This is an optimization exercise on Yosys and OpenROAD, whose aim is small area, not a production implementation.
Where RTL was checked, it was by simulation tests only, not by an equivalence proof against the original.
Function not checked in runs 3, 4, 6 and 7: the RTL went through the layout flow alone.
The clock cells of runs 6 and 7 come from the design's own scripts or RTL, not from TritonCTS.
The clock input has no modelled driver; a real chip could not lean on it and would need a root buffer or a full tree.
No activity file was given, so power comes from the tool's default toggle rates.

[flow/config.mk]
export PLATFORM = sky130hd
export DESIGN_NAME = cam_color
export DESIGN_NICKNAME = cam_color
export VERILOG_FILES = /design/flow/design.v
export SDC_FILE = /design/flow/constraint.sdc
export NUM_CORES = 4
export LEC_CHECK = 0
export CAP_MARGIN = 20
export CORE_MARGIN = 2
export CORE_UTILIZATION = 40
export SLEW_MARGIN = 20
[flow/constraint.sdc]
create_clock -name core_clock -period 6.0 [get_ports {clk}]
set_input_delay 1.2000 -clock core_clock [delete_from_list [all_inputs] [get_ports {clk}]]
set_output_delay 1.2000 -clock core_clock [all_outputs]
set_load 0.01 [all_outputs]
[flow/design.v]
`timescale 1ns / 1ps
module cam_read #(
		parameter AW = 15  
		)(
		input pclk,
		input rst,
		input vsync,
		input href,
		input [7:0] px_data,
		input init,
		output reg done,
		output reg error,
		output reg [AW-1:0] mem_px_addr,
		output reg [7:0]  mem_px_data,
		output reg px_wr
   );
reg countData;
reg armed;
reg cap;
reg init_old;
reg vsync_old;
reg [14:0]count;
wire init_rise = init & ~init_old;
wire vs_fall = ~vsync & vsync_old;
wire vs_rise = vsync & ~vsync_old;
wire fin = cap & vs_rise;            
wire second = cap & href & countData;  
wire enough = (count >= 19200);
always @(posedge pclk)begin
	if (rst)begin
		countData <= 0;
		mem_px_addr <= 15'h7fff;
		armed <= 0;
		cap <= 0;
		done <= 0;
		error <= 0;
		count <= 0;
		px_wr <= 0;
		init_old <= 0;
		vsync_old <= 0;
	end else begin
		if (fin) begin
			armed <= 0;
			cap <= 0;
		end else if ((armed | cap) & vs_fall) begin
			armed <= 0;
			cap <= 1;
		end else if (init_rise) begin
			armed <= 1;
			cap <= 0;
		end
		if (fin) begin
			done <= enough;
			error <= ~enough;
		end else if (init_rise) begin
			done <= 0;
		end
		if (second)
			mem_px_addr <= mem_px_addr + 1'b1;
		else if (fin)
			mem_px_addr <= 15'h7fff;
		if (second)
			count <= count + 1'b1;
		if (cap & href)
			countData <= ~countData;
		if (cap)
			px_wr <= href & countData;
		init_old <= init;
		vsync_old <= vsync;
	end
end
always @(posedge pclk)begin
	if (cap & ~countData)
		mem_px_data[7:2] <= {px_data[7:5],px_data[2:0]};
	if (cap)
		mem_px_data[1:0] <= px_data[4:3];
end
endmodule
`timescale 1ns / 1ps
module Analyzer(
	input [7:0]data,
	input clk,
	input rst,
	input init,
	output reg [14:0]addr,
	output reg done,
	output [2:0]res
    );
localparam [17:0] SIXN = 18'd115200;
reg init_old;
reg start;
reg [17:0]sx;
reg [17:0]sy;
reg [1:0]rq;    
wire [3:0] w = {~data[1:0], 1'b0};
wire [3:0] dx = data[7:5] + w;
wire [3:0] dy = data[4:2] + w;
wire init_rise = init & ~init_old;
wire last = start & addr[14] & ~addr[13] & addr[11] & addr[9] & (&addr[7:0]);
wire r_gt = (sx > sy) & (sx > SIXN);
wire g_gt = (sy > sx) & (sy > SIXN);
wire b_gt = (sx < SIXN) & (sy < SIXN);
assign res = {rq[1], rq[0], rq[1] ~^ rq[0]};
always @(posedge clk)begin
	if(rst)begin
		init_old <= 0;
		start <= 0;
		done <= 0;
	end else begin
		init_old <= init;
		if (last) begin
			start <= 0;
			done <= 1;
		end else if (init_rise) begin
			start <= 1;
			done <= 0;
		end
	end
end
always @(posedge clk)begin
	if (rst | ~start | last)
		addr <= 15'h7fff;
	else
		addr <= addr + 1'b1;
end
always @(posedge clk)begin
	if (start) begin
		sx <= sx + dx;
		sy <= sy + dy;
	end else begin
		sx <= 0;
		sy <= 0;
	end
end
always @(posedge clk)begin
	if (last) begin
		if (r_gt) rq <= 2'b10;
		else if (g_gt) rq <= 2'b01;
		else if (b_gt) rq <= 2'b00;
		else rq <= 2'b11;
	end
end
endmodule
`timescale 1ns / 1ps
module cam_color(
	input wire clk,
	input wire rst,
	input wire CAM_vsync,
	input wire CAM_href,
	input wire [7:0] CAM_px_data,
	input wire init,
	output wire error,
	output wire done_read,
	output wire done,
	output wire [2:0] res,
	output wire [14:0] wr_addr,
	output wire [7:0] wr_data,
	output wire wr_en,
	output wire [14:0] rd_addr,
	input wire [7:0] rd_data
	);
cam_read #(15) cam_read(
		.pclk(clk),
		.rst(rst),
		.vsync(CAM_vsync),
		.href(CAM_href),
		.px_data(CAM_px_data),
		.init(init),
		.done(done_read),
		.error(error),
		.mem_px_addr(wr_addr),
		.mem_px_data(wr_data),
		.px_wr(wr_en)
   );
Analyzer Analyzer(
	.data(rd_data),
	.clk(clk),
	.rst(rst),
	.init(done_read),
	.addr(rd_addr),
	.done(done),
	.res(res)
    );
endmodule
[flow/run.sh]
#!/bin/bash
# synth_recipe.tcl (not shown) runs the flow's synth.tcl, then flattens the netlist and writes it again
# the make line also repeats each setting of config.mk as NAME=value (left out here)
make -C /OpenROAD-flow-scripts/flow DESIGN_CONFIG=/design/flow/config.mk WORK_HOME=/design/flow/orfs CLKGATE_MAP_FILE= SYNTH_SCRIPT=/design/flow/synth_recipe.tcl finish
==> results of run 1 <==
## stage by stage
| step | std cells | hold WS, ns | area, sq um | worst slack, ns |
|---|---|---|---|---|
| floorplan | 559 | 0.436 | 5090 | 2.77 |
| global placement | 786 | 0.410 | 5920 | 2.07 |
| detailed placement | 786 | 0.415 | 5920 | 2.01 |
| CTS | 801 | 0.434 | 6200 | 2.38 |
| global route | 801 | 0.457 | 6200 | 2.15 |
| finish | 801 | 0.430 | 6200 | 2.38 |
## critical path, delay by kind of cell
family                   cells  cell delay [ns]
AO/OA/AOI/OAI                2             0.76
XOR/XNOR                     1             0.15
adder cells (fa/ha/maj)      2             0.91
buffers and inverters        2             0.56
AND/OR/NAND/NOR              2             0.29
## worst max path at each step
stage                from                          to  slack [ns]  cells past startpoint
3_5_place_dp   rd_data[1]  Analyzer.sx[16]$_SDFF_PN0_        2.01                      9
2_1_floorplan  rd_data[3]  Analyzer.sy[17]$_SDFF_PN0_        2.77                     10
6_report       rd_data[1]   Analyzer.sx[6]$_SDFF_PN0_        2.38                      9
5_1_grt        rd_data[0]  Analyzer.sy[13]$_SDFF_PN0_        2.15                     10
4_1_cts        rd_data[1]   Analyzer.sx[6]$_SDFF_PN0_        2.38                      9
3_3_place_gp   rd_data[1]  Analyzer.sx[16]$_SDFF_PN0_        2.07                      9
## layout by cell type (no fill, tap or decap), drive strengths merged, types with 12 or more instances in the layout
cell type and instances:
a21oi 17, and2 31, clkbuf 12, clkdlybuf4s50 65, dfxtp 92, ha 30, inv 51, nand2 52
nand3 25, nand4 16, nor2 31, nor3 18, o21ai 18, xnor2 34, xor2 20
## logic make-up after synthesis
| group | Yosys count | synth area share |
|---|---|---|
| XOR/XNOR | 54 | 0.0930 |
| AO/OA/AOI/OAI | 69 | 0.0839 |
| adder cells (fa/ha/maj) | 37 | 0.0994 |
| flip-flops | 102 | 0.421 |
| AND/OR/NAND/NOR | 237 | 0.257 |
| buffers and inverters | 60 | 0.0455 |
## sequential cells by signal, indices dropped and copies added (netlist names), 2 cells and up
signal                count
Analyzer.sy              18
cam_read.mem_px_addr     15
Analyzer.sx              18
Analyzer.rq               2
cam_read.mem_px_data      8
cam_read.count           15
Analyzer.addr            15
## routing by layer
layer / track usage / vias to the layer above
met1: 0.209 / 1900
met2: 0.272 / 58
met5: 0 / -
met4: 0.0588 / 0
li1: - / 2055
met3: 0.0446 / 6
## power by group
group	switching (mW)	internal [mW]
sequential	0.00140	0.689
combinational	0.0205	0.0222
clock	0.259	0.307
## final cells by class
cell class,instances,area [sq um],area share
Timing Repair Buffer,67,666,0.107
Clock inverter,3,26.3,0.00424
Multi-Input combinational cell,397,2710,0.438
Sequential cell,102,2140,0.346
Clock buffer,12,256,0.0414
Inverter,48,180,0.0291
Tap cell,172,215,0.0347
==> results.sh, run 1 <==
export IMPL_cts_num_sinks=102
export IMPL_async_reset_ff_frac=0
export IMPL_synth_edf_count=10
export IMPL_setup_worst_path_end_class="flop"
export IMPL_cap_viol_max_count=0
export IMPL_max_stage_delay_ns=0.63
export IMPL_wl_microns=10700
export IMPL_clk_path_buf_depth=2
export IMPL_antenna_found_initial=0
export IMPL_synthToLayoutAreaGrowth_pct=21.9
export IMPL_slowest_stage="fa_1"
export IMPL_die_x_microns=117
export IMPL_finalMaxSlewViolations=0
export IMPL_cellLeakagePower_nw=2.45
export IMPL_h_tree_depth=3
export IMPL_drtPass1Iterations=4
export IMPL_hold_depth=1
export IMPL_synth_area_sq_um=5090
export IMPL_yosys_top_cells_area="dfxtp_1, ha_1, edfxtp_1"
export IMPL_hp_class="reg2reg"
export IMPL_cts_made_buffers=9
export IMPL_r2r_slack_ns=3.36
export IMPL_cts_hold_buf=0
export IMPL_hold_viol_final=0
export IMPL_synth_cells=559
export IMPL_antenna_cells=0
export IMPL_crit_chain="clkdlybuf4s50_1, fa_1, inv_1, ha_1, a21o_1, a21oi_1, nor3_1, xnor2_1, and2_1"
export IMPL_worstSetupStartpointType="primary input"
export IMPL_p_per_area_nw_per_um2=209
export IMPL_synth_common_cells="dfxtp_1, nand2_1, inv_1"
export IMPL_viasPerCell=5.02
export IMPL_min_period_ns=3.62
export IMPL_synth_cell_type_count=49
export IMPL_syn_num_nets=616
export IMPL_worstMarginPinSlew_ns=0.944
export IMPL_io_pins=66
export IMPL_drt_iter0_drc=167
export IMPL_yosysWarnings=2
export IMPL_syn_area_per_cell_sq_um=9.10
export IMPL_wl_met1_microns=5000
export IMPL_ys_flop_type="dfxtp_1"
export IMPL_drive_gt1_frac=0.0366
export IMPL_core_sq_um=12500
export IMPL_first_global_vias=3758
export IMPL_start_util=0.406
export IMPL_port_buffers=65
export IMPL_grt_start_max_net_pins=40
export IMPL_synth_top_area_frac=0.362
export IMPL_cp_arrival_ns=3.86
export IMPL_cts_root_buf="clkbuf_16"
export IMPL_rows=41
export IMPL_r2r_end="Analyzer.sy[13]$_SDFF_PN0_"
export IMPL_vias=4019
export IMPL_grtUsageTotal=0.165
export IMPL_rsz0062_at_grt="false"
export IMPL_yosysTopAreaCell="dfxtp_1"
export IMPL_avgRoutedWirePerCell_microns=13.3
export IMPL_setup_viol=0
export IMPL_cts_tree="yes"
export IMPL_clk_latency_ns=0.35
export IMPL_post_route_util=0.495
export IMPL_cp_max_fo=9
export IMPL_gp_congestion=0.786
export IMPL_num_fill_cells=1211
export IMPL_status="finished clean"
export IMPL_seq_area_frac_synth=0.421
export IMPL_dieArea_sq_um=13600
export IMPL_fmax_mhz=276
export IMPL_cp_required_ns=6.24
export IMPL_post_cts_buffers=0
export IMPL_place_hpwl_microns=7720
export IMPL_yosys_register_bits=102
export IMPL_ant_nets=0
export IMPL_highest_layer="met4"
export IMPL_fin_nets=682
export IMPL_clkTransAtPathRegs_ns=0.07
export IMPL_ir_drop_mv=0.151
export IMPL_slew_headroom=0.368
export IMPL_grt_pass1_wl_microns=17900
export IMPL_die_h_microns=117
export IMPL_finalPower_mw=1.30
export IMPL_ff2ff_path_depth=10
export IMPL_tns_ns=0
export IMPL_yosysMostFrequentCell="dfxtp_1"
export IMPL_routed_wl_met3_microns=477
export IMPL_worstSetupPathType="in2reg"
export IMPL_gr_total_overflow=0
export IMPL_whs_endpoint="Analyzer.addr[0]$_SDFF_PP1_"
export IMPL_critical_path_reg2reg_startpoint="Analyzer.sy[1]$_SDFF_PN0_"
export IMPL_wl_met2_microns=5100
export IMPL_min_from="Analyzer.addr[0]$_SDFF_PP1_"
export IMPL_drc=0
export IMPL_fin_crit_sh=0.604
export IMPL_skew_ns=0.00854
export IMPL_cts_resized=0
==> inputs of run 2 (changes only) <==
--- a/flow/config.mk
+++ b/flow/config.mk
@@ -5,6 +5,7 @@
 export SDC_FILE = /design/flow/constraint.sdc
 export NUM_CORES = 4
 export LEC_CHECK = 0
+export ABC_AREA = 1
 export CAP_MARGIN = 20
 export CORE_MARGIN = 2
 export CORE_UTILIZATION = 40
==> run 2 against run 1 <==
Compared with the run above:
- setup slack better by 0.056 ns
- total power increased by 3.9%
- critical path depth rose by 4
- final area rose by 6.4%
- via count increased by 25%
- critical path type unchanged
- highest routed layer unchanged
==> results.sh, run 2 <==
export IMPL_yosysTopAreaCell="dfxtp_1"
export IMPL_cp_num_buf_inv=4
export IMPL_cts_made_buffers=9
export IMPL_yosysWarnings=2
export IMPL_cts_hold_buf=0
export IMPL_yosys_register_bits=102
export IMPL_drtPass1Iterations=5
export IMPL_synth_cells=774
export IMPL_layout_common_cells="nand2_1, inv_1, nor2_1"
export IMPL_fmax_mhz=280
export IMPL_synth_xor_area_share=0.0144
export IMPL_max_stage_delay_ns=0.48
export IMPL_dieArea_sq_um=14700
export IMPL_gp_congestion=0.869
export IMPL_comb_power_share=0.042
export IMPL_cellLeakagePower_nw=2.96
export IMPL_cp_arrival_ns=3.84
export IMPL_finalPower_mw=1.35
export IMPL_grtUsageTotal=0.183
export IMPL_min_period_ns=3.57
export IMPL_cp_max_fo=6
export IMPL_ant_nets=0
export IMPL_antenna_cells=0
export IMPL_yosysMostFrequentCell="nand2_1"
export IMPL_ys_flop_type="dfxtp_1"
export IMPL_fin_area_sq_um=6600
export IMPL_cp_required_ns=6.27
export IMPL_switching_power_mw=0.295
export IMPL_multi_input_area_sq_um=2790
export IMPL_synth_top_area_frac=0.336
export IMPL_internal_power_mw=1.05
export IMPL_viasPerCell=4.91
export IMPL_gr_total_overflow=0
export IMPL_syn_area_per_cell_sq_um=7.09
export IMPL_synth_top_family_by_area="simple AND/OR/NAND/NOR gates"
export IMPL_setup_ws_ns=2.43
export IMPL_hp_class="reg2reg"
export IMPL_clk_path_buf_depth=2
export IMPL_cts_num_sinks=102
export IMPL_synth_common_cells="nand2_1, inv_1, nor2_1"
export IMPL_cp_common_cell="inv_1"
export IMPL_fin_crit_sh=0.594
export IMPL_setup_worst_path_end_class="flop"
export IMPL_synth_area_sq_um=5490
export IMPL_hold_viol_final=0
export IMPL_ir_drop_mv=0.156
export IMPL_worstSetupPathType="in2reg"
export IMPL_cp_top_family="adder cells"
export IMPL_rsz0062_at_grt="false"
export IMPL_slowest_stage="fa_1"
export IMPL_antenna_found_initial=0
export IMPL_worstSetupStartpointType="primary input"
export IMPL_cts_resized=0
export IMPL_dpl_cell_area_sq_um=6300
export IMPL_synth_edf_count=10
export IMPL_p_seq_frac=0.513
export IMPL_wl_microns=12600
export IMPL_clk_latency_ns=0.35
export IMPL_synthMuxAreaShare=0
export IMPL_p_per_area_nw_per_um2=205
export IMPL_io_pins=66
export IMPL_first_global_vias=4832
export IMPL_die_h_microns=121
export IMPL_worstMarginPinSlew_ns=0.867
export IMPL_rows=42
export IMPL_grt_start_max_net_pins=25
export IMPL_avgRoutedWirePerCell_microns=12.4
export IMPL_core_sq_um=13300
export IMPL_h_tree_depth=3
export IMPL_drive_gt1_frac=0.0415
export IMPL_post_cts_buffers=0
export IMPL_place_hpwl_microns=9550
export IMPL_fin_nets=895
export IMPL_yosys_top_cells_area="dfxtp_1, nand2_1, inv_1"
export IMPL_dp_slack_ns=2.10
export IMPL_cts_tree="yes"
export IMPL_clkTransAtPathRegs_ns=0.07
export IMPL_drt_iter0_drc=364
export IMPL_regArea_sq_um=2140
export IMPL_grt_pass1_wl_microns=21800
export IMPL_num_fill_cells=1346
export IMPL_final_common_cell="nand2_1"
export IMPL_setup_viol=0
export IMPL_cts_root_buf="clkbuf_16"
export IMPL_die_x_microns=121
export IMPL_finalMaxSlewViolations=0
export IMPL_start_util=0.413
export IMPL_drc=0
export IMPL_synth_simple_area_share=0.308
export IMPL_status="finished clean"
export IMPL_vias=5007
export IMPL_tns_ns=0
export IMPL_crit_chain="clkdlybuf4s50_1, fa_1, inv_1, ha_1, inv_1, fa_1, inv_1, nand2_1, a21oi_4, nand2_1, nor2_1, nand3_1, a21oi_1"
export IMPL_syn_num_nets=831
export IMPL_synthToLayoutAreaGrowth_pct=20.2
export IMPL_skew_ns=0.00955
export IMPL_hold_slack_ns=0.436
export IMPL_top_regs="Analyzer.sx: 18 flops, Analyzer.sy: 18 flops"
export IMPL_synthAdderAreaFrac=0.0903
export IMPL_cap_viol_max_count=0
export IMPL_clkPwrFrac=0.445
export IMPL_slew_headroom=0.421
export IMPL_port_buffers=65
export IMPL_synth_compound_area_frac=0.0962
export IMPL_p_sw_frac=0.219
export IMPL_async_reset_ff_frac=0
export IMPL_synth_cell_type_count=38
export IMPL_seq_area_frac_synth=0.390
## run 2: power groups by stage
| stage | Combinational, mW | Clock [mW] | Sequential, mW |
|---|---|---|---|
| 2_1_floorplan | 0.0317 | 0 | 0.708 |
| 3_3_place_gp | 0.0550 | 0 | 0.708 |
| 3_5_place_dp | 0.0571 | 0 | 0.709 |
| 4_1_cts | 0.0572 | 0.622 | 0.693 |
| 5_1_grt | 0.0647 | 0.641 | 0.693 |
| 6_report | 0.0565 | 0.600 | 0.693 |
## run 2: routing by layer
layer  global-route usage  wire length, microns  vias up
li1                     -                     -     2591
met1                0.228                  5850     2295
met2                0.307                  6010      100
met3               0.0489                   556       21
met5                    0                     0        -
met4               0.0567                   211        0
## run 2: layout make-up
cell class	instances	share of cell area
Timing Repair Buffer	65	0.0986
Multi-Input combinational cell	529	0.423
Tap cell	176	0.0334
Inverter	131	0.0745
Sequential cell	102	0.325
Clock buffer	11	0.0368
Clock inverter	5	0.00854
## run 2: worst reg2reg max path, stage by stage, from the launching register on
cell     delay [ns]
dfxtp_1        0.33
inv_1          0.06
fa_1           0.42
inv_1          0.07
ha_1           0.16
inv_1          0.06
fa_1           0.39
inv_1          0.07
nand2_1        0.09
a21oi_4        0.21
nand2_1        0.10
nor2_1         0.26
nand3_1        0.12
a21oi_1        0.16
## run 2: cell families after synthesis
family,Yosys count
XOR/XNOR,9
flip-flops,102
adder cells (fa/ha/maj),36
buffers and inverters,143
AND/OR/NAND/NOR,386
AO/OA/AOI/OAI,98
## run 2: final timing paths
kind	end	from	cells after the start	slack, ns
hold reg to reg	Analyzer.addr[0]$_SDFF_PP1_	Analyzer.addr[0]$_SDFF_PP1_	1	0.44
hold / removal	Analyzer.addr[0]$_SDFF_PP1_	Analyzer.addr[0]$_SDFF_PP1_	1	0.44
setup reg to reg	Analyzer.sy[15]$_SDFF_PN0_	Analyzer.sy[1]$_SDFF_PN0_	13	3.43
setup / recovery	Analyzer.sy[15]$_SDFF_PN0_	rd_data[0]	13	2.43
## run 2: through the flow
step / instances / util
floorplan: 774 / -
global placement: 1003 / 0.474
detailed placement: 1003 / 0.474
CTS: 1019 / 0.496
global route: 1019 / 0.496
finish: 1019 / 0.496
==> inputs of run 3 (changes only) <==
--- a/flow/design.v
+++ b/flow/design.v
@@ -55,12 +55,11 @@
 		end else if (init_rise) begin
 			done <= 0;
 		end
-		if (second)
-			mem_px_addr <= mem_px_addr + 1'b1;
-		else if (fin)
+		if (fin & ~second)
 			mem_px_addr <= 15'h7fff;
-		if (second)
-			count <= count + 1'b1;
+		else
+			mem_px_addr <= mem_px_addr + second;
+		count <= count + second;
 		if (cap & href)
 			countData <= ~countData;
 		if (cap)
@@ -91,16 +90,17 @@
 reg start;
 reg [17:0]sx;
 reg [17:0]sy;
-reg [1:0]rq;    
-wire [3:0] w = {~data[1:0], 1'b0};
-wire [3:0] dx = data[7:5] + w;
-wire [3:0] dy = data[4:2] + w;
 wire init_rise = init & ~init_old;
 wire last = start & addr[14] & ~addr[13] & addr[11] & addr[9] & (&addr[7:0]);
+wire clr = init_rise & ~start;
+wire en = start & ~last;
+wire [2:0] r = en ? data[7:5] : 3'd0;
+wire [2:0] g = en ? data[4:2] : 3'd0;
+wire [2:0] w = en ? {~data[1:0], 1'b0} : 3'd0;
 wire r_gt = (sx > sy) & (sx > SIXN);
 wire g_gt = (sy > sx) & (sy > SIXN);
 wire b_gt = (sx < SIXN) & (sy < SIXN);
-assign res = {rq[1], rq[0], rq[1] ~^ rq[0]};
+assign res = r_gt ? 3'b100 : g_gt ? 3'b010 : b_gt ? 3'b001 : 3'b111;
 always @(posedge clk)begin
 	if(rst)begin
 		init_old <= 0;
@@ -124,20 +124,12 @@
 		addr <= addr + 1'b1;
 end
 always @(posedge clk)begin
-	if (start) begin
-		sx <= sx + dx;
-		sy <= sy + dy;
-	end else begin
+	if (clr) begin
 		sx <= 0;
 		sy <= 0;
-	end
-end
-always @(posedge clk)begin
-	if (last) begin
-		if (r_gt) rq <= 2'b10;
-		else if (g_gt) rq <= 2'b01;
-		else if (b_gt) rq <= 2'b00;
-		else rq <= 2'b11;
+	end else begin
+		sx <= sx + r + w;
+		sy <= sy + g + w;
 	end
 end
 endmodule
==> flow/flow/run.sh (new file) <==
#!/bin/bash
# The standard layout (standard.sh), with three changes:
#  - synthesis maps the logic with an area-oriented ABC script and without
#    the full/half-adder cell mapping (registers are mapped as standard);
#  - the port buffers are buf_1;
#  - the clock tree uses clkbuf_8 only and no dummy loads.
set -euo pipefail
HERE=$(pwd)
export FLOW_SYNTH_TCL=$HERE/synth_recipe.tcl
export AREA_ABC_SCRIPT=$HERE/flow/area.abc
export BUFFER_PORTS_ARGS="-buffer_cell sky130_fd_sc_hd__buf_1"
export CTS_ARGS="-sink_clustering_enable -repair_clock_nets -dont_use_dummy_load -root_buf sky130_fd_sc_hd__clkbuf_8 -buf_list sky130_fd_sc_hd__clkbuf_8"
sed "s#SYNTH_SCRIPT=[^ ]*#SYNTH_SCRIPT=$HERE/flow/area_synth.tcl#" standard.sh > area_standard.sh
grep -q "SYNTH_SCRIPT=$HERE/flow/area_synth.tcl" area_standard.sh
bash area_standard.sh ADDER_MAP_FILE= finish > standard.log 2>&1
==> flow/flow/area.abc (new file) <==
strash
&get -n
&deepsyn -T 20
&put
dch -f
amap
topo
==> flow/flow/area_synth.tcl (new file) <==
# The standard synthesis (synth_recipe.tcl, sourced unchanged), except that
# ABC maps the logic with an area-oriented script (AREA_ABC_SCRIPT) in place
# of ORFS's speed script.
proc abc {args} {
  set i [lsearch -exact $args -script]
  if {$i >= 0} { lset args [expr {$i + 1}] $::env(AREA_ABC_SCRIPT) }
  puts "area_synth.tcl: abc with $::env(AREA_ABC_SCRIPT)"
  yosys abc {*}$args
}
source $::env(FLOW_SYNTH_TCL)
==> flow/standard.sh (new file) <==
#!/bin/bash
# synth_recipe.tcl (not shown) runs the flow's synth.tcl, then flattens the netlist and writes it again
# the make line also repeats each setting of config.mk as NAME=value (left out here)
make -C /OpenROAD-flow-scripts/flow DESIGN_CONFIG=/design/flow/config.mk WORK_HOME=/design/flow/orfs CLKGATE_MAP_FILE= SYNTH_SCRIPT=/design/flow/synth_recipe.tcl "${@:-finish}"
--- a/flow/config.mk
+++ b/flow/config.mk
@@ -5,7 +5,6 @@
 export SDC_FILE = /design/flow/constraint.sdc
 export NUM_CORES = 4
 export LEC_CHECK = 0
-export ABC_AREA = 1
 export CAP_MARGIN = 20
 export CORE_MARGIN = 2
 export CORE_UTILIZATION = 40
removed: flow/run.sh
==> run 3 against run 2 <==
Compared with the run above:
- maximum frequency is 24% lower
- cell count down 31%
- sequential power rose by 14%
- utilization decreased by 2.5 points
- non-clock buffer count rose by 3
- first-iteration DRC count down 78%
- hold slack worse by 0.0020 ns
- critical endpoint is now Analyzer.sx[17]$_SDFF_PP0_
- largest cell class is now sequential cells
==> results.sh, run 3 <==
export IMPL_die_x_microns=105
export IMPL_drt_iter0_drc=79
export IMPL_first_global_vias=3304
export IMPL_r2r_end="Analyzer.sx[17]$_SDFF_PP0_"
export IMPL_finalMaxSlewViolations=0
export IMPL_grt_start_max_net_pins=28
export IMPL_clkTransAtPathRegs_ns=0.10
export IMPL_r2r_slack_ns=1.53
export IMPL_antenna_found_initial=0
export IMPL_synth_cell_type_count=34
export IMPL_yosysWarnings=2
export IMPL_hold_slack_ns=0.434
export IMPL_final_common_cell="nor2_1"
export IMPL_cts_hold_buf=0
export IMPL_cts_num_sinks=100
export IMPL_gr_total_overflow=0
export IMPL_whs_endpoint="Analyzer.addr[0]$_SDFF_PP1_"
export IMPL_async_reset_ff_frac=0
export IMPL_cts_made_buffers=9
export IMPL_slew_headroom=0.507
export IMPL_cts_tree="yes"
export IMPL_port_buffers=65
export IMPL_layout_common_cells="nor2_1, dfxtp_1, buf_1"
export IMPL_h_tree_depth=3
export IMPL_grtUsageTotal=0.159
export IMPL_gp_congestion=0.821
export IMPL_rsz0062_at_grt="false"
export IMPL_worstSetupPathType="in2reg"
export IMPL_cts_resized=0
export IMPL_rows=36
export IMPL_skew_ns=0.0240
export IMPL_synth_edf_count=8
export IMPL_wl_microns=8340
export IMPL_cellLeakagePower_nw=1.74
export IMPL_hp_class="reg2reg"
export IMPL_ys_flop_type="dfxtp_1"
export IMPL_post_cts_buffers=0
export IMPL_worstSetupStartpointType="primary input"
export IMPL_synthToLayoutAreaGrowth_pct=13.8
export IMPL_syn_area_per_cell_sq_um=8.22
export IMPL_worstMarginPinSlew_ns=0.736
export IMPL_setup_viol=0
export IMPL_vias=3541
export IMPL_cp_max_fo=4
export IMPL_hold_depth=1
export IMPL_setup_ws_ns=1.28
export IMPL_p_per_area_nw_per_um2=296
export IMPL_yosys_register_bits=100
export IMPL_fin_nets=594
export IMPL_clk_path_buf_depth=2
export IMPL_drtPass1Iterations=5
export IMPL_dieArea_sq_um=11000
export IMPL_hold_viol_final=0
export IMPL_clk_latency_ns=0.35
export IMPL_yosysTopAreaCell="dfxtp_1"
export IMPL_cp_arrival_ns=4.97
export IMPL_dp_slack_ns=0.950
export IMPL_ant_nets=0
export IMPL_synth_area_sq_um=4060
export IMPL_min_period_ns=4.72
export IMPL_synth_common_cells="nor2_1, dfxtp_1, clkinv_1"
export IMPL_cts_root_buf="clkbuf_8"
export IMPL_synth_top_area_frac=0.453
export IMPL_seq_area_frac_synth=0.513
export IMPL_ff2ff_path_depth=25
export IMPL_fin_crit_sh=0.786
export IMPL_yosysMostFrequentCell="nor2_1"
export IMPL_tns_ns=0
export IMPL_core_sq_um=9820
export IMPL_fin_area_sq_um=4620
export IMPL_synth_cells=494
export IMPL_die_h_microns=105
export IMPL_cp_required_ns=6.26
export IMPL_status="finished clean"
export IMPL_drive_gt1_frac=0.0228
export IMPL_viasPerCell=5.03
export IMPL_yosys_top_cells_area="dfxtp_1, nor2_1, edfxtp_1"
export IMPL_cap_viol_max_count=0
export IMPL_drc=0
export IMPL_ir_drop_mv=0.146
export IMPL_place_hpwl_microns=6340
export IMPL_critical_path_reg2reg_startpoint="Analyzer.addr[0]$_SDFF_PP1_"
export IMPL_io_pins=66
export IMPL_syn_num_nets=515
export IMPL_dpl_cell_area_sq_um=4500
export IMPL_top_regs="Analyzer.sx: 18 flops, Analyzer.sy: 18 flops"
export IMPL_fmax_mhz=212
export IMPL_antenna_cells=0
export IMPL_setup_worst_path_end_class="flop"
export IMPL_avgRoutedWirePerCell_microns=11.9
export IMPL_finalPower_mw=1.37
export IMPL_start_util=0.414
export IMPL_min_from="Analyzer.addr[0]$_SDFF_PP1_"
export IMPL_grt_pass1_wl_microns=14700
## run 3: changes by cell type in the layout (fill, tap and decap cells not counted), sizes merged, moves of 10 or more
cell | before | now
a211oi | 0 | 17
a21oi | 50 | 23
and2 | 0 | 10
and3 | 1 | 25
buf | 0 | 68
clkdlybuf4s50 | 65 | 0
clkinv | 1 | 55
ha | 30 | 0
inv | 134 | 0
nand2 | 178 | 28
nand3 | 52 | 6
nand4 | 13 | 3
o21bai | 0 | 14
## run 3: layout make-up
type	instances	area (sq um)
fill	1017	5200
sequential	100	2080
multi-input combinational	339	1780
timing repair buffer	68	267
inverter	55	206
tap	133	166
clock buffer	9	124
## run 3: logic make-up after synthesis
| kind of cell | count (synthesis) | share of synthesized area |
|---|---|---|
| and+or+nand+nor | 207 | 0.231 |
| buffers and inverters | 55 | 0.0508 |
| DFF | 100 | 0.513 |
| AOI/OAI and AO/OA | 132 | 0.205 |
## run 3: power by group
part | switching (mW) | internal, mW
Clock | 0.198 | 0.135
Sequential | 0.0547 | 0.734
Combinational | 0.143 | 0.104
## run 3: worst max path at each step
stage / startpoint / to / depth (start not counted)
floorplan: rd_data[5] / Analyzer.sx[17]$_SDFF_PP0_ / 24
global placement: rd_data[5] / Analyzer.sx[17]$_SDFF_PP0_ / 25
detailed placement: rd_data[5] / Analyzer.sx[17]$_SDFF_PP0_ / 25
CTS: rd_data[5] / Analyzer.sx[17]$_SDFF_PP0_ / 25
global route: rd_data[5] / Analyzer.sx[17]$_SDFF_PP0_ / 25
finish: rd_data[5] / Analyzer.sx[17]$_SDFF_PP0_ / 25
## run 3: metal layers
metal,routed length [microns],track usage,vias up
li1,-,-,1882
met1,4120,0.207,1579
met2,3750,0.260,73
met3,405,0.0474,7
met4,73,0.0390,0
met5,0,0,-
## run 3: worst max-delay path, cell delays in order
cell and delay (ns):
buf_1 0.07, clkinv_1 0.08, nor2_1 0.23, o21ai_0 0.16, a21oi_1 0.19, o21ai_0 0.15
o21ai_0 0.21, a21oi_1 0.10, o21ai_0 0.12, o21ai_0 0.15, nor2_1 0.20, nand2_1 0.10
nor2_1 0.20, nand2_1 0.11, nor2_1 0.19, nand2_1 0.10, nor2_1 0.20, nand2_1 0.10
nor2_1 0.20, nand2_1 0.10, nor2_1 0.14, clkinv_1 0.11, nor3_1 0.26, nor2_1 0.07
a211oi_1 0.21
## run 3: stage by stage
stage / util / std cells
after floorplan: - / 494
after global routing: 0.471 / 704
after global placement: 0.458 / 695
after detailed placement: 0.458 / 695
after CTS: 0.471 / 704
final: 0.471 / 704
==> inputs of run 4 (changes only) <==
--- a/flow/design.v
+++ b/flow/design.v
@@ -89,7 +89,8 @@
 reg init_old;
 reg start;
 reg [17:0]sx;
-reg [17:0]sy;
+reg [17:0]syn;   
+wire [17:0]sy = ~syn;
 wire init_rise = init & ~init_old;
 wire last = start & addr[14] & ~addr[13] & addr[11] & addr[9] & (&addr[7:0]);
 wire clr = init_rise & ~start;
@@ -126,10 +127,10 @@
 always @(posedge clk)begin
 	if (clr) begin
 		sx <= 0;
-		sy <= 0;
+		syn <= 18'h3ffff;
 	end else begin
 		sx <= sx + r + w;
-		sy <= sy + g + w;
+		syn <= syn - g - w;
 	end
 end
 endmodule
==> run 4 against run 3 <==
Compared with the run above:
- global-route usage is 0.38 points lower
- clock-buffer cell count unchanged
- utilization hardly changed
- setup slack worse by 0.20 ns
- critical path type is now reg2reg
==> results.sh, run 4 <==
export IMPL_gr_total_overflow=0
export IMPL_yosysTopAreaCell="dfxtp_1"
export IMPL_synth_top_area_frac=0.453
export IMPL_vias=3588
export IMPL_cp_arrival_ns=5.18
export IMPL_switching_power_mw=0.279
export IMPL_clkTransAtPathRegs_ns=0.10
export IMPL_antenna_found_initial=0
export IMPL_grt_pass1_wl_microns=14200
export IMPL_setup_worst_path_end_class="flop"
export IMPL_clkPwrFrac=0.287
export IMPL_synth_cells=491
export IMPL_grtUsageTotal=0.156
export IMPL_yosys_register_bits=100
export IMPL_p_seq_frac=0.631
export IMPL_num_fill_cells=1005
export IMPL_seq_area_frac_synth=0.512
export IMPL_cp_required_ns=6.26
export IMPL_min_period_ns=4.92
export IMPL_startpoint="Analyzer.addr[2]$_SDFF_PP1_"
export IMPL_slew_headroom=0.468
export IMPL_cts_root_buf="clkbuf_8"
export IMPL_post_cts_buffers=0
export IMPL_viasPerCell=5.12
export IMPL_max_stage_delay_ns=0.35
export IMPL_cts_made_buffers=9
export IMPL_fin_crit_sh=0.820
export IMPL_clk_path_buf_depth=2
export IMPL_worstSetupPathType="reg2reg"
export IMPL_synth_area_sq_um=4060
export IMPL_setup_viol=0
export IMPL_skew_ns=0.0364
export IMPL_dpl_cell_area_sq_um=4500
export IMPL_cts_hold_buf=0
export IMPL_yosysMostFrequentCell="nor2_1"
export IMPL_rsz0062_at_grt="false"
export IMPL_synthToLayoutAreaGrowth_pct=13.8
export IMPL_post_route_util=0.471
export IMPL_die_x_microns=105
export IMPL_dp_cells=692
export IMPL_tns_ns=0
export IMPL_internal_power_mw=0.876
export IMPL_place_hpwl_microns=6390
export IMPL_fin_nets=591
export IMPL_fmax_mhz=203
export IMPL_layout_common_cells="nor2_1, dfxtp_1, buf_1"
export IMPL_rows=36
export IMPL_dieArea_sq_um=11000
export IMPL_instances_no_fill=701
export IMPL_yosys_top_cells_area="dfxtp_1, nor2_1, edfxtp_1"
export IMPL_antenna_cells=0
export IMPL_fin_area_sq_um=4620
export IMPL_avgRoutedWirePerCell_microns=12.3
export IMPL_port_buffers=65
export IMPL_drc=0
export IMPL_cts_tree="yes"
export IMPL_finalMaxSlewViolations=0
export IMPL_hp_class="reg2reg"
export IMPL_comb_power_share=0.082
export IMPL_core_sq_um=9820
export IMPL_syn_num_nets=512
export IMPL_start_util=0.414
export IMPL_first_global_vias=3226
export IMPL_syn_area_per_cell_sq_um=8.27
export IMPL_cap_viol_max_count=0
export IMPL_synth_common_cells="nor2_1, dfxtp_1, clkinv_1"
export IMPL_status="finished clean"
export IMPL_cp_num_buf_inv=3
export IMPL_cts_num_sinks=100
export IMPL_grt_start_max_net_pins=27
export IMPL_wl_microns=8610
export IMPL_drive_gt1_frac=0.0229
export IMPL_async_reset_ff_frac=0
export IMPL_p_per_area_nw_per_um2=250
export IMPL_cellLeakagePower_nw=1.70
export IMPL_cp_max_fo=9
export IMPL_worstMarginPinSlew_ns=0.796
export IMPL_critical_path_reg2reg_startpoint="Analyzer.addr[2]$_SDFF_PP1_"
export IMPL_setup_ws_ns=1.08
export IMPL_ant_nets=0
export IMPL_gp_congestion=0.849
export IMPL_final_common_cell="nor2_1"
export IMPL_dp_slack_ns=1.05
export IMPL_io_pins=66
export IMPL_cts_resized=0
export IMPL_h_tree_depth=3
export IMPL_slowest_stage="dfxtp_1"
export IMPL_hold_viol_final=0
export IMPL_min_from="Analyzer.addr[0]$_SDFF_PP1_"
export IMPL_synth_cell_type_count=37
export IMPL_yosysWarnings=2
export IMPL_drtPass1Iterations=4
export IMPL_clk_latency_ns=0.36
export IMPL_worstSetupStartpointType="flop"
export IMPL_ys_flop_type="dfxtp_1"
export IMPL_p_sw_frac=0.242
export IMPL_drt_iter0_drc=98
export IMPL_die_h_microns=105
export IMPL_top_regs="Analyzer.sx: 18 flops, Analyzer.syn: 18 flops"
export IMPL_cp_top_family="simple AND/OR/NAND/NOR gates"
export IMPL_ir_drop_mv=0.151
export IMPL_synth_edf_count=8
[run 4: changes by cell type after synthesis, moves of 4 or more]
cell,change
o21ai_0,-8
nand3_1,-4
a211oi_1,-7
o211ai_1,+5
[run 4: final timing paths]
path                            cells past startpoint  slack (ns)                          end
worst max-delay path                               28        1.08  Analyzer.syn[17]$_SDFF_PP1_
worst min-delay path                                1        0.43  Analyzer.addr[0]$_SDFF_PP1_
worst max register to register                     28        1.08  Analyzer.syn[17]$_SDFF_PP1_
worst min register to register                      1        0.43  Analyzer.addr[0]$_SDFF_PP1_
[run 4: cell type report]
cell class | instances | area (sq um) | share of cell area
flip-flops and latches | 100 | 2080 | 0.450
multi-input cells | 339 | 1790 | 0.387
repair buffers | 68 | 267 | 0.0576
inverters | 52 | 195 | 0.0422
well taps | 133 | 166 | 0.0360
clock buffers | 9 | 124 | 0.0268
[run 4: power by group through the flow]
stage / Clock [mW] / Sequential, mW / Combinational (mW)
finish: 0.331 / 0.729 / 0.0952
global route: 0.371 / 0.734 / 0.108
CTS: 0.345 / 0.729 / 0.0951
detailed placement: 0 / 0.744 / 0.0945
global placement: 0 / 0.743 / 0.0923
floorplan: 0 / 0.735 / 0.0713
[run 4: metal layers]
| layer | part of all wire | track usage | vias up |
|---|---|---|---|
| li1 | - | - | 1873 |
| met1 | 0.49 | 0.207 | 1634 |
| met2 | 0.45 | 0.250 | 72 |
| met3 | 0.050 | 0.0468 | 9 |
| met4 | 0.0092 | 0.0343 | 0 |
| met5 | 0 | 0 | - |
[run 4: cells by family (layout without fill, tap and decap cells)]
logic type | Yosys count | count (layout) | share of synthesized area
buffers and inverters | 52 | 129 | 0.0480
flip-flops | 100 | 100 | 0.512
AO/OA/AOI/OAI | 131 | 131 | 0.208
AND/OR/NAND/NOR | 208 | 208 | 0.232
[run 4: worst register-to-register path, delay by kind of cell, from the launching register on]
kind / cells / cell delay, ns
compound gates: 5 / 0.96
buf+inv: 3 / 0.49
flops: 1 / 0.35
simple gates: 20 / 3.05
[run 4: metrics by stage]
step / hold slack, ns / total power [mW]
5_1_grt: 0.476 / 1.21
4_1_cts: 0.435 / 1.17
2_1_floorplan: 0.422 / 0.806
6_report: 0.427 / 1.16
3_5_place_dp: 0.408 / 0.839
3_3_place_gp: 0.403 / 0.835
==> inputs of run 5 (changes only) <==
--- a/flow/design.v
+++ b/flow/design.v
@@ -89,19 +89,17 @@
 reg init_old;
 reg start;
 reg [17:0]sx;
-reg [17:0]syn;   
-wire [17:0]sy = ~syn;
+reg [17:0]sy;
+reg [1:0]rq;    
+wire [3:0] w = {~data[1:0], 1'b0};
+wire [3:0] dx = data[7:5] + w;
+wire [3:0] dy = data[4:2] + w;
 wire init_rise = init & ~init_old;
 wire last = start & addr[14] & ~addr[13] & addr[11] & addr[9] & (&addr[7:0]);
-wire clr = init_rise & ~start;
-wire en = start & ~last;
-wire [2:0] r = en ? data[7:5] : 3'd0;
-wire [2:0] g = en ? data[4:2] : 3'd0;
-wire [2:0] w = en ? {~data[1:0], 1'b0} : 3'd0;
 wire r_gt = (sx > sy) & (sx > SIXN);
 wire g_gt = (sy > sx) & (sy > SIXN);
 wire b_gt = (sx < SIXN) & (sy < SIXN);
-assign res = r_gt ? 3'b100 : g_gt ? 3'b010 : b_gt ? 3'b001 : 3'b111;
+assign res = {rq[1], rq[0], rq[1] ~^ rq[0]};
 always @(posedge clk)begin
 	if(rst)begin
 		init_old <= 0;
@@ -125,12 +123,20 @@
 		addr <= addr + 1'b1;
 end
 always @(posedge clk)begin
-	if (clr) begin
+	if (start) begin
+		sx <= sx + data[7:5] + {~data[1:0], 1'b0};
+		sy <= sy + data[4:2] + {~data[1:0], 1'b0};
+	end else begin
 		sx <= 0;
-		syn <= 18'h3ffff;
-	end else begin
-		sx <= sx + r + w;
-		syn <= syn - g - w;
+		sy <= 0;
+	end
+end
+always @(posedge clk)begin
+	if (last) begin
+		if (r_gt) rq <= 2'b10;
+		else if (g_gt) rq <= 2'b01;
+		else if (b_gt) rq <= 2'b00;
+		else rq <= 2'b11;
 	end
 end
 endmodule
==> run 5 against run 4 <==
Compared with the run above:
- sequential power is 5.3% lower
- non-clock buffer count fell by 1
- combinational power down 68%
- routed wire length fell by 4.6%
- final area fell by 0.11%
- utilization decreased by 0.051 points
- maximum frequency up 17%
- sequential share of layout area increased by 1.3 points
- critical endpoint is now Analyzer.sy[16]$_SDFF_PN0_
==> results.sh, run 5 <==
export IMPL_status="finished clean"
export IMPL_cellLeakagePower_nw=1.67
export IMPL_synth_area_sq_um=4070
export IMPL_grt_pass1_wl_microns=14300
export IMPL_hold_viol_final=0
export IMPL_yosys_top_cells_area="dfxtp_1, nor2_1, edfxtp_1"
export IMPL_multi_input_area_sq_um=1770
export IMPL_rows=36
export IMPL_io_pins=66
export IMPL_drtPass1Iterations=4
export IMPL_fin_crit_sh=0.704
export IMPL_synth_edf_count=10
export IMPL_post_cts_buffers=0
export IMPL_start_util=0.415
export IMPL_clkTransAtPathRegs_ns=0.10
export IMPL_fin_nets=583
export IMPL_layout_common_cells="nor2_1, dfxtp_1, buf_1"
export IMPL_avgRoutedWirePerCell_microns=11.9
export IMPL_hp_class="reg2reg"
export IMPL_die_x_microns=105
export IMPL_fin_area_sq_um=4620
export IMPL_place_hpwl_microns=6050
export IMPL_cp_arrival_ns=4.49
export IMPL_drc=0
export IMPL_setup_ws_ns=1.78
export IMPL_finalPower_mw=1.06
export IMPL_setup_viol=0
export IMPL_drt_iter0_drc=81
export IMPL_h_tree_depth=3
export IMPL_yosys_register_bits=102
export IMPL_grtUsageTotal=0.157
export IMPL_cts_num_sinks=102
export IMPL_gr_total_overflow=0
export IMPL_worstSetupStartpointType="primary input"
export IMPL_clk_path_buf_depth=2
export IMPL_ant_nets=0
export IMPL_dp_slack_ns=1.44
export IMPL_cp_required_ns=6.27
export IMPL_clk_latency_ns=0.37
export IMPL_vias=3521
export IMPL_rsz0062_at_grt="false"
export IMPL_antenna_cells=0
export IMPL_synth_cells=484
export IMPL_antenna_found_initial=0
export IMPL_hold_slack_ns=0.434
export IMPL_cts_made_buffers=9
export IMPL_synth_cell_type_count=31
export IMPL_tns_ns=0
export IMPL_synth_common_cells="nor2_1, dfxtp_1, clkinv_1"
export IMPL_async_reset_ff_frac=0
export IMPL_cts_hold_buf=0
export IMPL_setup_worst_path_end_class="flop"
export IMPL_skew_ns=0.0251
export IMPL_gp_congestion=0.801
export IMPL_ir_drop_mv=0.146
export IMPL_yosysTopAreaCell="dfxtp_1"
export IMPL_cp_max_fo=4
export IMPL_port_buffers=65
export IMPL_yosysMostFrequentCell="nor2_1"
export IMPL_regArea_sq_um=2140
export IMPL_cts_resized=0
export IMPL_fmax_mhz=237
export IMPL_slew_headroom=0.472
export IMPL_cts_tree="yes"
export IMPL_first_global_vias=3159
export IMPL_cap_viol_max_count=0
export IMPL_drive_gt1_frac=0.0196
export IMPL_finalMaxSlewViolations=0
export IMPL_num_fill_cells=1013
export IMPL_top_regs="Analyzer.sx: 18 flops, Analyzer.sy: 18 flops"
export IMPL_ys_flop_type="dfxtp_1"
export IMPL_syn_area_per_cell_sq_um=8.41
export IMPL_die_h_microns=105
export IMPL_min_period_ns=4.22
export IMPL_worstMarginPinSlew_ns=0.787
export IMPL_final_common_cell="nor2_1"
export IMPL_core_sq_um=9820
export IMPL_grt_start_max_net_pins=28
export IMPL_worstSetupPathType="in2reg"
export IMPL_wl_microns=8210
export IMPL_cts_root_buf="clkbuf_8"
export IMPL_syn_num_nets=505
export IMPL_synth_top_area_frac=0.453
export IMPL_seq_area_frac_synth=0.526
export IMPL_synthToLayoutAreaGrowth_pct=13.5
export IMPL_yosysWarnings=2
export IMPL_dpl_cell_area_sq_um=4500
export IMPL_p_per_area_nw_per_um2=230
export IMPL_viasPerCell=5.08
export IMPL_dieArea_sq_um=11000
-- run 5: cell count changes after synthesis, moves of 6 or more --
cell	change
clkinv_1	-9
o211ai_1	-6
nor3_1	+6
nor2_1	-6
and3_1	+6
-- run 5: routing by layer --
layer,global-route usage,part of all wire,up-vias
li1,-,-,1873
met1,0.195,0.47,1583
met2,0.262,0.48,55
met3,0.0568,0.040,10
met4,0.0343,0.013,0
met5,0,0,-
-- run 5: path summary, 6_finish.rpt --
path	slack [ns]	cells after the start	start	end
worst max-delay path	1.78	23	rd_data[2]	Analyzer.sy[16]$_SDFF_PN0_
worst min-delay path	0.43	1	Analyzer.addr[0]$_SDFF_PP1_	Analyzer.addr[0]$_SDFF_PP1_
worst max register to register	2.24	23	Analyzer.sy[0]$_SDFF_PN0_	Analyzer.sy[16]$_SDFF_PN0_
worst min register to register	0.43	1	Analyzer.addr[0]$_SDFF_PP1_	Analyzer.addr[0]$_SDFF_PP1_
-- run 5: cell families (layout without fill, tap and decap cells) --
group / Yosys count / count (layout) / synth area share
compound gates: 123 / 123 / 0.187
buf+inv: 43 / 119 / 0.0397
flops: 102 / 102 / 0.526
simple gates: 216 / 216 / 0.247
-- run 5: worst max-delay path, cell delays in order --
cell and delay [ns]:
buf_1 0.09, nor2b_1 0.24, o21ai_0 0.15, nand2_1 0.10, o21ai_0 0.08, a21oi_1 0.18, and2_0 0.18, nor2_1 0.07
nand2_1 0.08, o21ai_0 0.11, nor2_1 0.22, nand2_1 0.11, nor2_1 0.20, nand2_1 0.10, nor2_1 0.20, nand2_1 0.10
nor2_1 0.19, nand2_1 0.10, nor2_1 0.21, nand2_1 0.15, nor3_1 0.26, nor2_1 0.07, nor3_1 0.12
-- run 5: per-stage QoR --
step	utilization	instances
after floorplan	-	484
final	0.470	693
after global placement	0.458	684
after global routing	0.470	693
after detailed placement	0.458	684
after CTS	0.470	693
-- run 5: power breakdown --
part	switching, mW	internal (mW)
registers	0.00112	0.689
logic	0.0180	0.0124
clock network	0.206	0.135
-- run 5: area by class of cell --
| cell class | count | area share |
|---|---|---|
| clock buffer | 9 | 0.0268 |
| inverter | 43 | 0.0349 |
| timing repair buffer | 67 | 0.0561 |
| sequential | 102 | 0.464 |
| tap | 133 | 0.0360 |
| multi-input combinational | 339 | 0.382 |
==> inputs of run 6 (changes only) <==
--- a/flow/design.v
+++ b/flow/design.v
@@ -89,7 +89,8 @@
 reg init_old;
 reg start;
 reg [17:0]sx;
-reg [17:0]sy;
+reg [17:0]syn;   
+wire [17:0]sy = ~syn;
 reg [1:0]rq;    
 wire [3:0] w = {~data[1:0], 1'b0};
 wire [3:0] dx = data[7:5] + w;
@@ -125,10 +126,10 @@
 always @(posedge clk)begin
 	if (start) begin
 		sx <= sx + data[7:5] + {~data[1:0], 1'b0};
-		sy <= sy + data[4:2] + {~data[1:0], 1'b0};
+		syn <= syn - data[4:2] - {~data[1:0], 1'b0};
 	end else begin
 		sx <= 0;
-		sy <= 0;
+		syn <= 18'h3ffff;
 	end
 end
 always @(posedge clk)begin
==> flow/flow/run.sh (replaced) <==
#!/bin/bash
# The standard layout (standard.sh), with three changes:
#  - synthesis maps the logic with an area-oriented ABC script and without
#    the full/half-adder cell mapping (registers are mapped as standard);
#  - the port buffers are buf_1;
#  - the clock tree is one level of MY_CTS_NBUF clock buffers (manual_cts.tcl).
set -euo pipefail
HERE=$(pwd)
export FLOW_SYNTH_TCL=$HERE/synth_recipe.tcl
export AREA_ABC_SCRIPT=$HERE/flow/area.abc
export BUFFER_PORTS_ARGS="-buffer_cell sky130_fd_sc_hd__buf_1"
export PRE_CTS_TCL=$HERE/flow/manual_cts.tcl
export MY_CTS_NET=clk
export MY_CTS_NBUF=${MY_CTS_NBUF:-3}
export MY_CTS_CELL=${MY_CTS_CELL:-sky130_fd_sc_hd__clkbuf_16}
sed "s#SYNTH_SCRIPT=[^ ]*#SYNTH_SCRIPT=$HERE/flow/area_synth.tcl#" standard.sh > area_standard.sh
grep -q "SYNTH_SCRIPT=$HERE/flow/area_synth.tcl" area_standard.sh
bash area_standard.sh ADDER_MAP_FILE= finish > standard.log 2>&1
==> flow/flow/manual_cts.tcl (new file) <==
# PRE_CTS hook: replaces clock_tree_synthesis with a one-level clock tree.
# The sinks of the clock net are split into MY_CTS_NBUF groups by k-means on
# their placed locations (started from strips along x), each group holding at most ceil(n / MY_CTS_NBUF)
# sinks; each group gets one MY_CTS_CELL clock buffer at its
# centre, driven straight from the clock port. All groups are alike (one
# buffer between the port and every register).
proc clock_tree_synthesis {args} {
  set nbuf $::env(MY_CTS_NBUF)
  set cell $::env(MY_CTS_CELL)
  set db [ord::get_db]
  set block [ord::get_db_block]
  set clknet [$block findNet $::env(MY_CTS_NET)]
  set master [$db findMaster $cell]
  set sinks {}
  set xs {}
  set ys {}
  foreach it [$clknet getITerms] {
    set inst [$it getInst]
    set bb [$inst getBBox]
    lappend sinks $it
    lappend xs [expr {([$bb xMin] + [$bb xMax]) / 2.0}]
    lappend ys [expr {([$bb yMin] + [$bb yMax]) / 2.0}]
  }
  set n [llength $sinks]
  puts "manual_cts: $n sinks, $nbuf x $cell"
  # initial groups: strips of equal count along x; then k-means (Lloyd)
  set order {}
  for {set i 0} {$i < $n} {incr i} { lappend order [list $i [lindex $xs $i]] }
  set order [lsort -real -index 1 $order]
  set assign [lrepeat $n 0]
  for {set k 0} {$k < $n} {incr k} {
    lset assign [lindex $order $k 0] [expr {($k * $nbuf) / $n}]
  }
  for {set iter 0} {$iter < 50} {incr iter} {
    set sx [lrepeat $nbuf 0.0]; set sy [lrepeat $nbuf 0.0]; set sc [lrepeat $nbuf 0]
    for {set i 0} {$i < $n} {incr i} {
      set g [lindex $assign $i]
      lset sx $g [expr {[lindex $sx $g] + [lindex $xs $i]}]
      lset sy $g [expr {[lindex $sy $g] + [lindex $ys $i]}]
      lset sc $g [expr {[lindex $sc $g] + 1}]
    }
    set gx {}; set gy {}
    for {set g 0} {$g < $nbuf} {incr g} {
      set c [expr {max(1, [lindex $sc $g])}]
      lappend gx [expr {[lindex $sx $g] / $c}]
      lappend gy [expr {[lindex $sy $g] / $c}]
    }
    # balanced assignment: sinks with the most to lose go first, each to the
    # nearest centre that still has room (at most ceil(n / nbuf) sinks each)
    set cap [expr {($n + $nbuf - 1) / $nbuf}]
    set regret {}
    for {set i 0} {$i < $n} {incr i} {
      set ds {}
      for {set g 0} {$g < $nbuf} {incr g} {
        set dx [expr {[lindex $xs $i] - [lindex $gx $g]}]
        set dy [expr {[lindex $ys $i] - [lindex $gy $g]}]
        lappend ds [list $g [expr {sqrt($dx * $dx + $dy * $dy)}]]
      }
      set ds [lsort -real -index 1 $ds]
      set r [expr {$nbuf > 1 ? [lindex $ds 1 1] - [lindex $ds 0 1] : 0}]
      lappend regret [list $i $r $ds]
    }
    set regret [lsort -real -decreasing -index 1 $regret]
    set new [lrepeat $n 0]
    set cnt [lrepeat $nbuf 0]
    foreach e $regret {
      lassign $e i r ds
      foreach d $ds {
        set g [lindex $d 0]
        if {[lindex $cnt $g] < $cap} {
          lset new $i $g
          lset cnt $g [expr {[lindex $cnt $g] + 1}]
          break
        }
      }
    }
    if {$new eq $assign} break
    set assign $new
  }
  for {set g 0} {$g < $nbuf} {incr g} {
    set inst [odb::dbInst_create $block $master "clkbuf_manual_$g"]
    set net [odb::dbNet_create $block "clknet_manual_$g"]
    $net setSigType CLOCK
    [$inst findITerm A] connect $clknet
    [$inst findITerm X] connect $net
    set w [$master getWidth]; set h [$master getHeight]
    $inst setLocation [expr {int([lindex $gx $g] - $w / 2)}] [expr {int([lindex $gy $g] - $h / 2)}]
    $inst setPlacementStatus PLACED
    set members 0
    for {set i 0} {$i < $n} {incr i} {
      if {[lindex $assign $i] != $g} continue
      set it [lindex $sinks $i]
      $it disconnect
      $it connect $net
      incr members
    }
    puts "manual_cts: clkbuf_manual_$g at ([lindex $gx $g], [lindex $gy $g]) drives $members sinks"
  }
  $clknet setSigType CLOCK
  set_propagated_clock [all_clocks]
}
--- a/flow/config.mk
+++ b/flow/config.mk
@@ -7,5 +7,6 @@
 export LEC_CHECK = 0
 export CAP_MARGIN = 20
 export CORE_MARGIN = 2
-export CORE_UTILIZATION = 40
+export CORE_UTILIZATION = 60
+export PLACE_DENSITY = 0.75
 export SLEW_MARGIN = 20
==> run 6 against run 5 <==
Compared with the run above:
- critical path type unchanged
- routed wire length down 4.5%
- hold slack worse by 0.0023 ns
- final area down 2.9%
- sequential share of layout area up 1.4 points
- area after synthesis down 0.37%
- synthesized cell count down 0.83%
- total power down 7.4%
- global-route usage up 5.6 points
- sequential cell count unchanged
- still clean
- largest cell class unchanged
- die area down 32%
==> results.sh, run 6 <==
export IMPL_status="finished clean"
export IMPL_die_h_microns=86.2
export IMPL_tns_ns=0
export IMPL_synthMuxAreaShare=0
export IMPL_syn_area_per_cell_sq_um=8.45
export IMPL_synth_edf_count=10
export IMPL_place_hpwl_microns=5910
export IMPL_num_fill_cells=542
export IMPL_synth_compound_area_frac=0.188
export IMPL_cp_required_ns=6.10
export IMPL_setup_worst_path_end_class="flop"
export IMPL_drc=0
export IMPL_slew_headroom=0.477
export IMPL_ant_nets=0
export IMPL_vias=3451
export IMPL_grt_start_max_net_pins=35
export IMPL_worstSetupPathType="in2reg"
export IMPL_drt_iter0_drc=195
export IMPL_synthAdderAreaFrac=0
export IMPL_ir_drop_mv=0.281
export IMPL_critical_path_reg2reg_startpoint="Analyzer.syn[0]$_SDFF_PN1_"
export IMPL_cts_hold_buf=0
export IMPL_avgRoutedWirePerCell_microns=12.5
export IMPL_first_global_vias=3216
export IMPL_yosys_register_bits=102
export IMPL_rows=29
export IMPL_io_pins=66
export IMPL_worstMarginPinSlew_ns=0.779
export IMPL_worstSetupStartpointType="primary input"
export IMPL_layout_common_cells="nor2_1, dfxtp_1, buf_1"
export IMPL_finalPower_mw=0.984
export IMPL_min_period_ns=4.64
export IMPL_ys_flop_type="dfxtp_1"
export IMPL_hp_class="reg2reg"
export IMPL_p_per_area_nw_per_um2=219
export IMPL_r2r_end="Analyzer.syn[16]$_SDFF_PN1_"
export IMPL_synth_cell_type_count=32
export IMPL_cap_viol_max_count=0
export IMPL_clkTransAtPathRegs_ns=0.12
export IMPL_final_common_cell="nor2_1"
export IMPL_viasPerCell=5.50
export IMPL_yosys_top_cells_area="dfxtp_1, nor2_1, edfxtp_1"
export IMPL_post_cts_buffers=0
export IMPL_ff2ff_path_depth=24
export IMPL_setup_viol=0
export IMPL_antenna_found_initial=0
export IMPL_fin_crit_sh=0.773
export IMPL_die_x_microns=86.2
export IMPL_drtPass1Iterations=4
export IMPL_hold_viol_final=0
export IMPL_finalMaxSlewViolations=0
export IMPL_seq_area_frac_synth=0.528
export IMPL_cp_arrival_ns=4.73
export IMPL_drive_gt1_frac=0.00909
export IMPL_hold_slack_ns=0.432
export IMPL_cp_max_fo=5
export IMPL_yosysMostFrequentCell="nor2_1"
export IMPL_async_reset_ff_frac=0
export IMPL_startpoint="rd_data[0]"
export IMPL_synth_common_cells="nor2_1, dfxtp_1, clkinv_1"
export IMPL_gr_total_overflow=0
export IMPL_gp_congestion=0.879
export IMPL_antenna_cells=0
export IMPL_yosysWarnings=2
export IMPL_top_regs="Analyzer.sx: 18 flops, Analyzer.syn: 18 flops"
export IMPL_grtUsageTotal=0.213
export IMPL_port_buffers=65
export IMPL_synth_area_sq_um=4060
export IMPL_syn_num_nets=501
export IMPL_start_util=0.628
export IMPL_synth_top_family_by_area="simple AND/OR/NAND/NOR gates"
export IMPL_wl_microns=7840
export IMPL_synth_simple_area_share=0.245
export IMPL_rsz0062_at_grt="false"
export IMPL_skew_ns=0.00671
export IMPL_clk_latency_ns=0.18
export IMPL_r2r_slack_ns=2.09
export IMPL_synthToLayoutAreaGrowth_pct=10.6
export IMPL_cts_resized=0
export IMPL_cellLeakagePower_nw=1.68
export IMPL_yosysTopAreaCell="dfxtp_1"
export IMPL_synth_top_area_frac=0.454
export IMPL_grt_pass1_wl_microns=13700
export IMPL_worstSetupEndpoint="Analyzer.sx[16]$_SDFF_PN0_"
export IMPL_dieArea_sq_um=7430
export IMPL_synth_xor_area_share=0
export IMPL_fmax_mhz=216
export IMPL_synth_cells=480
export IMPL_core_sq_um=6460
export IMPL_fin_nets=573
run 6: cell count changes in the layout (fill, tap and decap cells not counted), sizes merged, moves of 2 or more:
cell	before	now
o21a	5	3
o211ai	0	8
o21ai	38	41
a21oi	27	21
and3	30	27
clkbuf	9	3
and2	15	13
o22ai	12	7
a221oi	3	5
a211oi	11	7
o32ai	2	0
nand2	27	31
a211o	0	5
run 6: through the flow:
step	setup slack, ns	instance area [sq um]	utilization	cells
2_1_floorplan	1.79	4060	-	480
3_5_place_dp	1.22	4410	0.683	624
6_report	1.36	4490	0.694	627
3_3_place_gp	1.37	4410	0.683	624
4_1_cts	1.40	4490	0.694	627
5_1_grt	0.854	4490	0.694	627
run 6: worst min path at each step:
stage,from,slack [ns],end,depth (start not counted)
floorplan,cam_read.count[7]$_SDFF_PP0_,0.42,cam_read.count[7]$_SDFF_PP0_,1
global placement,Analyzer.addr[0]$_SDFF_PP1_,0.40,Analyzer.addr[0]$_SDFF_PP1_,1
detailed placement,Analyzer.addr[0]$_SDFF_PP1_,0.40,Analyzer.addr[0]$_SDFF_PP1_,1
CTS,Analyzer.addr[0]$_SDFF_PP1_,0.43,Analyzer.addr[0]$_SDFF_PP1_,1
global route,Analyzer.addr[0]$_SDFF_PP1_,0.47,Analyzer.addr[0]$_SDFF_PP1_,1
finish,Analyzer.addr[0]$_SDFF_PP1_,0.43,Analyzer.addr[0]$_SDFF_PP1_,1
run 6: cell families (layout without fill, tap and decap cells):
logic type / after synthesis / count (layout)
flip-flops: 102 / 102
buffers and inverters: 42 / 112
AND/OR/NAND/NOR: 215 / 215
AO/OA/AOI/OAI: 121 / 121
run 6: critical path, stage by stage:
cell	delay [ns]
buf_1	0.17
clkinv_1	0.13
o22ai_1	0.19
nor2_1	0.08
a211oi_1	0.24
a31oi_1	0.11
a21oi_1	0.19
o21ai_0	0.14
o21ai_0	0.23
and2_0	0.23
and3_1	0.23
and2_0	0.19
and3_1	0.22
nand2_1	0.08
nor2_1	0.20
nand2_1	0.11
nor2_1	0.15
clkinv_1	0.15
nor3_1	0.25
nor2_1	0.07
nor3_1	0.15
run 6: routing by layer:
metal	track usage	vias up	wire, microns
met1	0.293	1545	3780
met3	0.0105	7	245
met4	0.0213	0	61
met5	0	-	0
met2	0.388	65	3750
li1	-	1834	-
run 6: report_power, final:
group	leakage, nW	total, mW	switching, mW	internal (mW)
Clock	0.0370	0.256	0.162	0.0937
Sequential	0.839	0.692	0.00193	0.690
Combinational	0.799	0.0356	0.0219	0.0137
Total	1.68	0.984	0.186	0.798
run 6: layout make-up:
class | instances | area (sq um) | area share
timing repair buffer | 67 | 259 | 0.0577
buffer | 3 | 75.1 | 0.0167
inverter | 42 | 158 | 0.0351
multi-input combinational | 336 | 1760 | 0.391
tap | 77 | 96.3 | 0.0215
sequential | 102 | 2140 | 0.478
==> inputs of run 7 (changes only) <==
--- a/flow/design.v
+++ b/flow/design.v
@@ -71,7 +71,7 @@
 always @(posedge pclk)begin
 	if (cap & ~countData)
 		mem_px_data[7:2] <= {px_data[7:5],px_data[2:0]};
-	if (cap)
+	if (second)
 		mem_px_data[1:0] <= px_data[4:3];
 end
 endmodule
==> run 7 against run 6 <==
Compared with the run above:
- setup slack got worse by 0.10 ns
- clock power grew 2%
- routed wire length is 1.3% lower
- global-route usage down 0.37 points
- sequential power about the same
- first-iteration DRC count down 39%
- die area grew 0.65%
- maximum frequency down 2.2%
- combinational power increased by 7.6%
- register-to-register slack worse by 0.20 ns
- critical path depth is 4 higher
- highest routed layer unchanged
==> results.sh, run 7 <==
export IMPL_status="finished clean"
export IMPL_dp_cells=636
export IMPL_viasPerCell=5.51
export IMPL_place_hpwl_microns=5860
export IMPL_post_route_util=0.677
export IMPL_clk_latency_ns=0.18
export IMPL_core_sq_um=6680
export IMPL_finalMaxSlewViolations=0
export IMPL_switching_power_mw=0.191
export IMPL_tns_ns=0
export IMPL_skew_ns=0.0108
export IMPL_fin_area_sq_um=4520
export IMPL_instances_no_fill=640
export IMPL_first_global_vias=3187
export IMPL_slowest_stage="nor3_1"
export IMPL_internal_power_mw=0.799
export IMPL_grt_pass1_wl_microns=13500
export IMPL_yosys_register_bits=102
export IMPL_ant_nets=0
export IMPL_worstMarginPinSlew_ns=0.977
export IMPL_p_seq_frac=0.699
export IMPL_synthToLayoutAreaGrowth_pct=10.7
export IMPL_io_pins=66
export IMPL_setup_worst_path_end_class="flop"
export IMPL_async_reset_ff_frac=0
export IMPL_cp_common_cell="nor2_1"
export IMPL_cp_arrival_ns=4.79
export IMPL_die_x_microns=86.5
export IMPL_hp_class="reg2reg"
export IMPL_grtUsageTotal=0.209
export IMPL_min_period_ns=4.74
export IMPL_synthMuxAreaShare=0
export IMPL_post_cts_buffers=0
export IMPL_synth_cell_type_count=34
export IMPL_synth_common_cells="nor2_1, dfxtp_1, clkinv_1"
export IMPL_port_buffers=65
export IMPL_synth_simple_area_share=0.248
export IMPL_synth_edf_count=10
export IMPL_hold_viol_final=0
export IMPL_yosysMostFrequentCell="nor2_1"
export IMPL_antenna_cells=0
export IMPL_cp_top_family="simple AND/OR/NAND/NOR gates"
export IMPL_start_util=0.611
export IMPL_setup_viol=0
export IMPL_seq_area_frac_synth=0.525
export IMPL_clkTransAtPathRegs_ns=0.12
export IMPL_die_h_microns=86.5
export IMPL_yosys_top_cells_area="dfxtp_1, nor2_1, edfxtp_1"
export IMPL_synth_cells=490
export IMPL_clkPwrFrac=0.262
export IMPL_syn_num_nets=511
export IMPL_dpl_cell_area_sq_um=4430
export IMPL_yosysTopAreaCell="dfxtp_1"
export IMPL_synth_area_sq_um=4080
export IMPL_rows=30
export IMPL_cp_max_fo=5
export IMPL_cp_required_ns=6.05
export IMPL_rsz0062_at_grt="false"
export IMPL_cts_hold_buf=0
export IMPL_wl_microns=7740
export IMPL_fmax_mhz=211
export IMPL_fin_crit_sh=0.790
export IMPL_drtPass1Iterations=4
export IMPL_avgRoutedWirePerCell_microns=12.1
export IMPL_worstSetupStartpointType="primary input"
export IMPL_syn_area_per_cell_sq_um=8.33
export IMPL_cellLeakagePower_nw=1.68
export IMPL_drt_iter0_drc=119
export IMPL_layout_common_cells="nor2_1, dfxtp_1, buf_1"
export IMPL_synth_top_family_by_area="simple AND/OR/NAND/NOR gates"
export IMPL_drive_gt1_frac=0.00893
[run 7: changes by cell type in the layout (fill, tap and decap cells not counted), moves of 2 or more]
| cell | before | now |
|---|---|---|
| o21ai_0 | 41 | 37 |
| a21oi_1 | 21 | 24 |
| nor3_1 | 29 | 33 |
| or4_1 | 2 | 0 |
| clkinv_1 | 42 | 47 |
| nand4_1 | 3 | 1 |
| nor2_1 | 96 | 102 |
| a211oi_1 | 7 | 4 |
[run 7: worst register-to-register path, delay by kind of cell, from the launching register on]
kind	cells	cell delay, ns
flip-flops	1	0.38
AO/OA/AOI/OAI	6	0.77
buffers and inverters	2	0.20
AND/OR/NAND/NOR	18	2.64
[run 7: kinds of logic (layout without fill, tap and decap cells)]
group / Yosys count / in the layout
flops: 102 / 102
compound gates: 119 / 119
buf+inv: 47 / 117
simple gates: 222 / 222
[run 7: area by class of cell]
cell class	count	area [sq um]
Fill cell	568	2160
Buffer	3	75.1
Sequential cell	102	2140
Multi-Input combinational cell	341	1760
Timing Repair Buffer	67	263
Inverter	47	176
Tap cell	80	100
[run 7: worst paths after layout]
kind                                    start                     endpoint  slack [ns]  cells past startpoint
setup / recovery                   rd_data[0]  Analyzer.syn[16]$_SDFF_PN1_        1.26                     25
hold / removal    Analyzer.addr[0]$_SDFF_PP1_  Analyzer.addr[0]$_SDFF_PP1_        0.46                      1
setup reg to reg   Analyzer.syn[0]$_SDFF_PN1_  Analyzer.syn[16]$_SDFF_PN1_        1.89                     26
hold reg to reg   Analyzer.addr[0]$_SDFF_PP1_  Analyzer.addr[0]$_SDFF_PP1_        0.46                      1
[run 7: per-layer routing]
layer,share of wire,routed length (microns),up-vias,track usage
li1,-,-,1851,-
met1,0.47,3610,1608,0.283
met2,0.49,3790,61,0.385
met3,0.036,280,4,0.0152
met4,0.0062,48,0,0.0128
met5,0,0,-,0
[run 7: per-stage QoR]
stage / setup slack, ns / hold WS (ns) / power [mW]
2_1_floorplan: 1.86 / 0.422 / 0.731
3_3_place_gp: 1.38 / 0.405 / 0.743
3_5_place_dp: 1.15 / 0.428 / 0.745
4_1_cts: 1.32 / 0.457 / 0.997
5_1_grt: 0.726 / 0.473 / 1.03
6_report: 1.26 / 0.456 / 0.990
[run 7: power by group through the flow]
stage	clock network (mW)	logic (mW)	registers (mW)
final	0.260	0.0383	0.692
after global routing	0.288	0.0441	0.693
after CTS	0.267	0.0377	0.692
after detailed placement	0	0.0374	0.707
after global placement	0	0.0360	0.707
after floorplan	0	0.0233	0.707
